From an optimization exercise on the open Yosys and OpenROAD flow, aimed at small area; shortcuts taken in it are not production practice.
In this exercise RTL edits were held to simulation tests only and were not proved equivalent to the original.
Power is estimated from default activity; no workload was simulated.

## Processor
module Processor(clk, sw, Led, imem_addr, imem_data, dmem_addr, dmem_wdata, dmem_we, dmem_re, dmem_rdata);
==> module g_inv, before the edit <==
module g_inv(input a, output y); assign y = ~a; endmodule
==> module g_nor4, before the edit <==
module g_nor4(input a, b, c, d, output y); assign y = ~(a | b | c | d); endmodule
==> module g_and2, before the edit <==
module g_and2(input a, b, output y); assign y = a & b; endmodule
==> module g_nor2b, before the edit <==
module g_nor2b(input a, bn, output y); assign y = ~(a | ~bn); endmodule
==> module alu, before the edit <==
module alu(input [15:0] Ax, input [15:0] Bv, input [6:0] imm, input alusrc, input sub,
           output [15:0] S, output eq);
	wire kq = ~(alusrc & ~imm[6]);
	wire [16:0] c;         
	assign c[0] = sub;
	wire [15:0] hx;        
	wire [16:0] cr;
	genvar i;
	generate for (i = 0; i < 16; i = i + 1) begin : b
		wire x, bn;        
		g_xor2 ux(Ax[i], sub, x);
		if (i < 6) begin : lo
			g_mux2i um(Bv[i], imm[i], alusrc, bn);
		end else begin : hi
			g_o21ai um(alusrc, Bv[i], kq, bn);
		end
		g_xnor2 uh(x, bn, hx[i]);
		if (i % 2 == 0) begin : ev
			g_mux2i uc(Ax[i], c[i], hx[i], cr[i+1]);
		end else if (i != 7 && i != 11) begin : od
			g_mux2i uc(c[i], Ax[i], hx[i], cr[i+1]);
		end
		g_xor2 us(hx[i], c[i], S[i]);
		if (i != 7 && i != 11) begin : pass
			assign c[i+1] = cr[i+1];
		end
	end endgenerate
	generate for (i = 4; i < 12; i = i + 4) begin : la
		wire x1, x2, x3, G, P;
		g_nand2b ux1(hx[i], Ax[i], x1);           
		g_mux2i  ux2(x1, Ax[i+1], hx[i+1], x2);
		g_mux2i  ux3(Ax[i+2], x2, hx[i+2], x3);
		g_mux2i  ux4(x3, Ax[i+3], hx[i+3], G);
		assign P = hx[i] & ~hx[i+1] & hx[i+2] & ~hx[i+3];
		assign c[i+4] = G | (P & c[i]);
	end endgenerate
	assign eq = (&{hx[14], hx[12], hx[10], hx[8], hx[6], hx[4], hx[2], hx[0]}) &
	            ~(|{hx[15], hx[13], hx[11], hx[9], hx[7], hx[5], hx[3], hx[1]});
endmodule
==> module pcnext, before the edit <==
module pcnext(input [15:0] PC, input rst, input taken, input [6:0] imm, output [15:0] nx);
	wire tk = taken & ~rst;
	wire ntk = ~taken & ~rst;
	wire [7:1] c;    
	wire [7:2] o;    
	wire [6:1] br, p2;
	assign nx[0] = ~rst & (PC[0] ^ (taken & imm[0]));
	assign c[1] = PC[0] | ~imm[0];
	assign p2[1] = ~PC[1];
	assign o[2] = PC[1];
	genvar i;
	generate for (i = 1; i < 7; i = i + 1) begin : lo
		g_fa f(PC[i], ~imm[i], c[i], br[i], c[i+1]);
		if (i > 1) begin : h
			g_ha h(PC[i], o[i], p2[i], o[i+1]);
		end
		g_a22o m(tk, br[i], ntk, p2[i], nx[i]);
	end endgenerate
	wire selInc = ~rst & (taken ? (c[7] & imm[6]) : o[7]);
	wire selDec = ~rst & taken & ~c[7] & ~imm[6];
	wire [16:8] O, Z;      
	assign O[8] = PC[7];
	assign Z[8] = ~PC[7];
	assign nx[7] = PC[7] ^ ((rst & PC[7]) | selInc | selDec);
	generate for (i = 8; i < 16; i = i + 1) begin : hi
		wire fn;
		if (i < 15) begin : ch
			g_and2  uo(O[i], PC[i], O[i+1]);
			wire pn;
			g_inv   ui(PC[i], pn);
			g_and2  uz(Z[i], pn, Z[i+1]);
		end
		g_aoi222 a(rst, PC[i], selInc, O[i], selDec, Z[i], fn);
		g_xnor2 x(PC[i], fn, nx[i]);
	end endgenerate
endmodule
==> module dec3, before the edit <==
module dec3(input en_n, input [2:0] a, output [7:1] y);
	genvar j;
	generate for (j = 1; j < 8; j = j + 1) begin : d
		assign y[j] = ~en_n & (a == j);
	end endgenerate
endmodule
==> module Processor, before the edit <==
module Processor(clk, sw, Led, imem_addr, imem_data, dmem_addr, dmem_wdata, dmem_we, dmem_re, dmem_rdata);
input clk;
input [7:0] sw;
output [7:0] Led;
output [15:0] imem_addr;
input [15:0] imem_data;
output [15:0] dmem_addr;
output [15:0] dmem_wdata;
output dmem_we;
output dmem_re;
input [15:0] dmem_rdata;
	reg reset;
	always @(posedge clk) reset <= ~sw[0];
	wire [2:0] op = imem_data[15:13];
	wire [2:0] rs = imem_data[12:10];
	wire [2:0] rt = imem_data[9:7];
	wire [2:0] rd = imem_data[6:4];
	wire [15:0] imm = {{9{imem_data[6]}}, imem_data[6:0]};
	wire is_rr    = (op == 3'd0) | (op == 3'd6);           
	wire alusrc   = (op == 3'd1) | (op == 3'd2) | (op == 3'd3) | (op == 3'd5);
	wire sub      = (op == 3'd4) | (op == 3'd5) | (op == 3'd6);
	wire memread  = (op == 3'd2);
	wire memwrite = (op == 3'd3);
	wire branch   = (op == 3'd4);
	wire regwrite = is_rr | (op == 3'd1) | (op == 3'd2) | (op == 3'd5);
	wire [2:0] waddr = is_rr ? rd : rt;
	reg [15:0] R1, R2, R3, R4, R5, R6, R7;
	wire [7:1] ss, st, we;
	dec3 ds(.en_n(reset), .a(rs), .y(ss));
	dec3 dt(.en_n(reset), .a(rt), .y(st));
	dec3 dw(.en_n(~regwrite), .a(waddr), .y(we));
	genvar j;
	wire [15:0] A, Bv;
	rdport #(.INVODD(1)) pa(.sel(ss), .R1(R1), .R2(R2), .R3(R3), .R4(R4), .R5(R5), .R6(R6), .R7(R7), .D(A));
	rdport pb(.sel(st), .R1(R1), .R2(R2), .R3(R3), .R4(R4), .R5(R5), .R6(R6), .R7(R7), .D(Bv));
	wire [15:0] sum;
	wire eq;
	alu ualu(.Ax(A), .Bv(Bv), .imm(imem_data[6:0]), .alusrc(alusrc), .sub(sub), .S(sum), .eq(eq));
	wire taken = branch & ~eq;    
	assign dmem_addr  = sum;
	assign dmem_wdata = Bv;
	assign dmem_we    = memwrite;
	assign dmem_re    = memread;
	wire [15:0] wb;
	wire nmemread = ~memread;
	generate for (j = 0; j < 16; j = j + 1) begin : wbm
		g_a22o u(memread, dmem_rdata[j], nmemread, sum[j], wb[j]);
	end endgenerate
	always @(posedge clk) begin
		if (we[1]) R1 <= wb;
		if (we[2]) R2 <= wb;
		if (we[3]) R3 <= wb;
		if (we[4]) R4 <= wb;
		if (we[5]) R5 <= wb;
		if (we[6]) R6 <= wb;
		if (we[7]) R7 <= wb;
	end
	reg [15:0] PC;
	wire [15:0] PCn;
	pcnext upc(.PC(PC), .rst(reset), .taken(taken), .imm(imem_data[6:0]), .nx(PCn));
	always @(posedge clk) PC <= PCn;
	assign imem_addr = PC;
	wire l1 = sw[1];
	wire l2 = ~sw[1] & sw[2];
	wire l3 = ~sw[1] & ~sw[2] & sw[3];
	wire l4 = ~sw[1] & ~sw[2] & ~sw[3] & sw[4];
	generate for (j = 0; j < 8; j = j + 1) begin : led
		wire x, y;
		g_aoi222 u0(l1, R1[j], l2, R2[j], l3, R3[j], x);
		g_nand2  u1(l4, R4[j], y);
		g_nand2  u2(x, y, Led[j]);
	end endgenerate
endmodule
Settings: LEC_CHECK=0, CAP_MARGIN=20, CORE_MARGIN=2, CORE_UTILIZATION=50, SETUP_SLACK_MARGIN=0.0, SLEW_MARGIN=20, SYNTH_HIERARCHICAL=1; clock period 7.0 ns.
standard.sh (not shown) runs the stock make flow with config.mk's settings and CLKGATE_MAP_FILE= SYNTH_SCRIPT=/design/flow/synth_recipe.tcl, a recipe that flattens the netlist after the stock synthesis.
==> flow/flow/run.sh <==
#!/bin/bash
# Standard ORFS layout with two changes: ports are buffered with buf_1 cells
# instead of the default delay-buffer cells, and CTS inserts no dummy loads.
set -euo pipefail
export BUFFER_PORTS_ARGS="-buffer_cell sky130_fd_sc_hd__buf_1"
export CTS_ARGS="-sink_clustering_enable -repair_clock_nets -dont_use_dummy_load -buf_list sky130_fd_sc_hd__clkbuf_8 -root_buf sky130_fd_sc_hd__clkbuf_8 -sink_clustering_size 25"
bash standard.sh finish > flow.log 2>&1
Edit:
--- a/flow/design.v
+++ b/flow/design.v
@@ -1,9 +1,5 @@
 module g_aoi222(input a1, a2, b1, b2, c1, c2, output y); assign y = ~((a1 & a2) | (b1 & b2) | (c1 & c2)); endmodule
-module g_inv(input a, output y); assign y = ~a; endmodule
-module g_nor4(input a, b, c, d, output y); assign y = ~(a | b | c | d); endmodule
-module g_and2(input a, b, output y); assign y = a & b; endmodule
-module g_nor2b(input a, bn, output y); assign y = ~(a | ~bn); endmodule
 module g_nand2(input a, b, output y); assign y = ~(a & b); endmodule
 module g_and3(input a, b, c, output y); assign y = a & b & c; endmodule
 module g_nand3(input a, b, c, output y); assign y = ~(a & b & c); endmodule
 module g_xor2(input a, b, output y); assign y = a ^ b; endmodule
@@ -30,9 +26,10 @@
 	end endgenerate
 endmodule
 module alu(input [15:0] Ax, input [15:0] Bv, input [6:0] imm, input alusrc, input sub,
            output [15:0] S, output eq);
-	wire kq = ~(alusrc & ~imm[6]);
+	wire nalusrc = ~alusrc;
+	wire kk = alusrc & imm[6];
 	wire [16:0] c;         
 	assign c[0] = sub;
 	wire [15:0] hx;        
 	wire [16:0] cr;
@@ -42,9 +39,9 @@
 		g_xor2 ux(Ax[i], sub, x);
 		if (i < 6) begin : lo
 			g_mux2i um(Bv[i], imm[i], alusrc, bn);
 		end else begin : hi
-			g_o21ai um(alusrc, Bv[i], kq, bn);
+			g_a21oi um(nalusrc, Bv[i], kk, bn);
 		end
 		g_xnor2 uh(x, bn, hx[i]);
 		if (i % 2 == 0) begin : ev
 			g_mux2i uc(Ax[i], c[i], hx[i], cr[i+1]);
@@ -94,21 +91,13 @@
 	assign nx[7] = PC[7] ^ ((rst & PC[7]) | selInc | selDec);
 	generate for (i = 8; i < 16; i = i + 1) begin : hi
 		wire fn;
 		if (i < 15) begin : ch
-			g_and2  uo(O[i], PC[i], O[i+1]);
-			wire pn;
-			g_inv   ui(PC[i], pn);
-			g_and2  uz(Z[i], pn, Z[i+1]);
+			assign O[i+1] = O[i] & PC[i];
+			assign Z[i+1] = Z[i] & ~PC[i];
 		end
 		g_aoi222 a(rst, PC[i], selInc, O[i], selDec, Z[i], fn);
 		g_xnor2 x(PC[i], fn, nx[i]);
-	end endgenerate
-endmodule
-module dec3(input en_n, input [2:0] a, output [7:1] y);
-	genvar j;
-	generate for (j = 1; j < 8; j = j + 1) begin : d
-		assign y[j] = ~en_n & (a == j);
 	end endgenerate
 endmodule
 module Processor(clk, sw, Led, imem_addr, imem_data, dmem_addr, dmem_wdata, dmem_we, dmem_re, dmem_rdata);
 input clk;
@@ -136,13 +125,14 @@
 	wire branch   = (op == 3'd4);
 	wire regwrite = is_rr | (op == 3'd1) | (op == 3'd2) | (op == 3'd5);
 	wire [2:0] waddr = is_rr ? rd : rt;
 	reg [15:0] R1, R2, R3, R4, R5, R6, R7;
-	wire [7:1] ss, st, we;
-	dec3 ds(.en_n(reset), .a(rs), .y(ss));
-	dec3 dt(.en_n(reset), .a(rt), .y(st));
-	dec3 dw(.en_n(~regwrite), .a(waddr), .y(we));
+	wire [7:1] ss, st;
 	genvar j;
+	generate for (j = 1; j < 8; j = j + 1) begin : dec
+		assign ss[j] = ~reset & (rs == j);
+		assign st[j] = ~reset & (rt == j);
+	end endgenerate
 	wire [15:0] A, Bv;
 	rdport #(.INVODD(1)) pa(.sel(ss), .R1(R1), .R2(R2), .R3(R3), .R4(R4), .R5(R5), .R6(R6), .R7(R7), .D(A));
 	rdport pb(.sel(st), .R1(R1), .R2(R2), .R3(R3), .R4(R4), .R5(R5), .R6(R6), .R7(R7), .D(Bv));
 	wire [15:0] sum;
@@ -152,21 +142,17 @@
 	assign dmem_addr  = sum;
 	assign dmem_wdata = Bv;
 	assign dmem_we    = memwrite;
 	assign dmem_re    = memread;
-	wire [15:0] wb;
-	wire nmemread = ~memread;
-	generate for (j = 0; j < 16; j = j + 1) begin : wbm
-		g_a22o u(memread, dmem_rdata[j], nmemread, sum[j], wb[j]);
-	end endgenerate
+	wire [15:0] wb = memread ? dmem_rdata : sum;
 	always @(posedge clk) begin
-		if (we[1]) R1 <= wb;
-		if (we[2]) R2 <= wb;
-		if (we[3]) R3 <= wb;
-		if (we[4]) R4 <= wb;
-		if (we[5]) R5 <= wb;
-		if (we[6]) R6 <= wb;
-		if (we[7]) R7 <= wb;
+		if (regwrite && waddr == 3'd1) R1 <= wb;
+		if (regwrite && waddr == 3'd2) R2 <= wb;
+		if (regwrite && waddr == 3'd3) R3 <= wb;
+		if (regwrite && waddr == 3'd4) R4 <= wb;
+		if (regwrite && waddr == 3'd5) R5 <= wb;
+		if (regwrite && waddr == 3'd6) R6 <= wb;
+		if (regwrite && waddr == 3'd7) R7 <= wb;
 	end
 	reg [15:0] PC;
 	wire [15:0] PCn;
 	pcnext upc(.PC(PC), .rst(reset), .taken(taken), .imm(imem_data[6:0]), .nx(PCn));
=> Routed wire length increases by 2.0%. Via count increases by 1.2%. Synthesized cell count increases by 3.3%. Count of clock-buffer cells in the layout does not change. Total power decreases by about 1.2%. Worst hold slack is worse by 0.0049 ns. Cell count increases by about 1.3%. First-iteration DRC count barely changes.

static timing again, ports no longer ideal:
Ports are ideal in the flow. The routed layouts listed here were re-timed in OpenROAD.
Step 1: set_driving_cell puts a clkbuf_16 on clk and a buf_2 on each other input, an assumption about the parent block.
Step 2 moves the port delays by t, midway between the first and last clock arrival at a register: inputs arrive t later, outputs are due t later. That takes back most of the time a late clock gives input paths.
Slacks: ideal / step 1 / step 2; pairs: ideal / step 1.
| run | t (ns) | setup WS [ns] | worst register clock-pin slew, ns |
|---|---|---|---|
| the first run | 0.468 | 0.200 / 0.160 / 0.160 | 0.07 / 0.07 |
| the second run | 0.467 | 0.207 / 0.187 / 0.187 | 0.07 / 0.07 |
After both steps every run listed still meets setup and hold. The setup slack of the first run, which loses most, moves by -0.040 ns with the drivers and by -0.040 ns with both steps.
